This design comes from an exercise in tuning for small area on the open sky130 flow, not from production work. Only simulation tests tie the RTL to the original design; equivalence was not proved. Power is estimated from default activity; no workload was simulated.

## speck_uart_top_v3
module speck_uart_top_v3 (
    input  wire clk,
    input  wire rst,
    input  wire uart_rxd,
    output wire uart_txd
);
Size in the first run: roughly 480 cells after synthesis, about 4 I/O pins, ~6000 um2 of cells after synthesis.
clock: 10.0 ns
lec_check: 0
cap_margin: 20
core_margin: 2
core_utilization: 65
place_density: 0.8
slew_margin: 20
standard.sh (not shown) runs the stock make flow with config.mk's settings and CLKGATE_MAP_FILE= SYNTH_SCRIPT=/design/flow/synth_recipe.tcl, a recipe that flattens the netlist after the stock synthesis.
==> flow/flow/run.sh <==
#!/bin/bash
# Own layout flow: the standard flow (standard.sh) with two changes.
#  1. After the standard synthesis, the combinational logic is re-mapped by
#     Yosys/ABC for area, with a few ABC scripts; the smallest result is kept.
#     Every flip-flop instance is kept as it is (same name, same cell); each
#     new netlist is checked against the standard one with a combinational
#     equivalence proof (flip-flops as cut points), and the standard netlist
#     is kept if no re-mapped netlist passes.
#  2. Clock tree synthesis uses small clock buffers and no dummy loads.
# Each tool writes its full output to a log file in this folder.
set -euo pipefail
export CTS_ARGS="-sink_clustering_enable -repair_clock_nets -dont_use_dummy_load -buf_list sky130_fd_sc_hd__clkbuf_4 -sink_clustering_size 10 -sink_clustering_max_diameter 40"

bash standard.sh synth > synth.log 2>&1

R=orfs/results/${FLOW_PLATFORM}/speck_uart_top_v3/base
LIB=${FLOW_HOME}/platforms/${FLOW_PLATFORM}/lib/sky130_fd_sc_hd__tt_025C_1v80.lib
YOSYS=${FLOW_HOME}/../tools/install/yosys/bin/yosys
[ -x "$YOSYS" ] || YOSYS=yosys

cp $R/1_2_yosys.v std_netlist.v
SEQ=$(grep -o "sky130_fd_sc_hd__[a-z]*df[a-z0-9_]*" std_netlist.v | sort -u | tr '\n' ' ')

SCRIPTS=(
  ""
  "-script +&get,-n;&st;&dch,-f;&nf,-R,1000;&put"
  "-script +&get,-n;&st;&dch,-f;&nf,-a,-R,1000,-F,5;&put"
  "-script +&get,-n;&st;&syn2;&dch,-f;&nf,-R,1000;&put"
)

best=""
best_area=""
for n in "${!SCRIPTS[@]}"; do
  cat > reopt_$n.ys <<EOY
read_liberty -ignore_miss_func $LIB
blackbox $SEQ
read_verilog std_netlist.v
hierarchy -top ${FLOW_TOP}
flatten
opt -purge
abc -liberty $LIB -dont_use *probe* -dont_use *lpflow* ${SCRIPTS[$n]}
opt_clean -purge
hilomap -singleton -hicell sky130_fd_sc_hd__conb_1 HI -locell sky130_fd_sc_hd__conb_1 LO
splitnets
opt_clean -purge
insbuf -buf sky130_fd_sc_hd__buf_4 A X
tee -o reopt_$n.stat stat -liberty $LIB
write_verilog -noattr -noexpr -nohex -nodec reopt_$n.v
EOY
  cat > equiv_$n.ys <<EOY
read_liberty -ignore_miss_func $LIB
blackbox $SEQ
read_verilog std_netlist.v
rename ${FLOW_TOP} gold
read_verilog reopt_$n.v
rename ${FLOW_TOP} gate
flatten gold gate
rename -hide w:_*
rename -hide w:*.*
opt_clean
equiv_make gold gate equiv
hierarchy -top equiv
equiv_simple -seq 0
equiv_status -assert
EOY
  if "$YOSYS" -l reopt_$n.log -s reopt_$n.ys > /dev/null 2>&1 && \
     "$YOSYS" -l equiv_$n.log -s equiv_$n.ys > /dev/null 2>&1; then
    area=$(awk '/Chip area for module/ {print $NF}' reopt_$n.stat | tail -1)
    echo "script $n: area $area, proven" >> reopt_status.txt
    if [ -z "$best" ] || awk -v a="$area" -v b="$best_area" 'BEGIN {exit !(a < b)}'; then
      best=$n
      best_area=$area
    fi
  else
    echo "script $n: failed or not proven" >> reopt_status.txt
  fi
done

if [ -n "$best" ]; then
  cp reopt_$best.v $R/1_2_yosys.v
  touch $R/1_2_yosys.v
  echo "re-mapped netlist $best in use (area $best_area)" >> reopt_status.txt
else
  echo "standard netlist in use" >> reopt_status.txt
fi

bash standard.sh > flow.log 2>&1
The baseline finished clean.
Then changed:
--- a/flow/flow/run.sh
+++ b/flow/flow/run.sh
@@ -9,4 +9,6 @@
 #  2. Clock tree synthesis uses small clock buffers and no dummy loads.
+#  3. The port buffers are the smallest buffer cell.
 # Each tool writes its full output to a log file in this folder.
 set -euo pipefail
+export BUFFER_PORTS_ARGS="-buffer_cell sky130_fd_sc_hd__buf_1"
 export CTS_ARGS="-sink_clustering_enable -repair_clock_nets -dont_use_dummy_load -buf_list sky130_fd_sc_hd__clkbuf_4 -sink_clustering_size 10 -sink_clustering_max_diameter 40"
Synthesized area does not change; flip-flop and latch count stays the same; worst setup slack is better by 0.24 ns.
Then changed:
--- a/flow/flow/run.sh
+++ b/flow/flow/run.sh
@@ -1,3 +1,3 @@
 #!/bin/bash
-# Own layout flow: the standard flow (standard.sh) with two changes.
+# Own layout flow: the standard flow (standard.sh) with three changes.
 #  1. After the standard synthesis, the combinational logic is re-mapped by
@@ -28,4 +28,8 @@
   "-script +&get,-n;&st;&dch,-f;&nf,-R,1000;&put"
-  "-script +&get,-n;&st;&dch,-f;&nf,-a,-R,1000,-F,5;&put"
+  "-script +&get,-n;&st;&dch,-f;&nf,-R,1000;&put;&get,-n;&st;&dch,-f;&nf,-R,1000;&put"
   "-script +&get,-n;&st;&syn2;&dch,-f;&nf,-R,1000;&put"
+  "-script +&get,-n;&st;&if,-K,4,-a;&mfs;&st;&dch,-f;&nf,-R,1000;&put"
+  "-script +&get,-n;&st;&if,-K,6,-a;&mfs;&st;&dch,-f;&nf,-R,1000;&put"
+  "-script +&get,-n;&st;&dch,-f;&if,-K,3,-a;&mfs;&st;&dch,-f;&nf,-R,1000;&put"
+  "-script +&get,-n;&st;&dch,-f;&if,-K,6,-a;&mfs;&st;&dch,-f;&nf,-R,1000;&put;&get,-n;&st;&dch,-f;&nf,-R,1000;&put"
 )
Result:
- The changed run finished clean
- design area is lower by about 0.7%
- critical path depth goes down by 9
- sequential power hardly moves
- wire length goes down by about 1.9%
- sequential cell count is unchanged

==> re-timing with driven ports <==
How much do the figures lean on ideal ports? The routed layouts below were timed once more, with nothing changed but the port constraints. Step 1 (the two cells are an assumption about what drives the block):
set clk [get_ports {clk}]
set_driving_cell -lib_cell sky130_fd_sc_hd__clkbuf_16 $clk
set_driving_cell -lib_cell sky130_fd_sc_hd__buf_2 [delete_from_list [all_inputs] $clk]
Step 2, shift: input delay + t, output delay - t, t = (earliest + latest rising clock arrival at the registers) / 2. This alone moves slack from input paths to output paths. Slacks: ideal / step 1 / step 2; pairs: ideal / step 1.
run	shift t [ns]	slack for setup (ns)	worst setup path after step 2
the first run	0.587	6.396 / 6.367 / 6.789	register to register
the second run	0.607	6.633 / 6.633 / 6.633	register to register
the third run	0.599	6.725 / 6.696 / 6.817	register to register
After both steps every run listed still meets setup and hold.
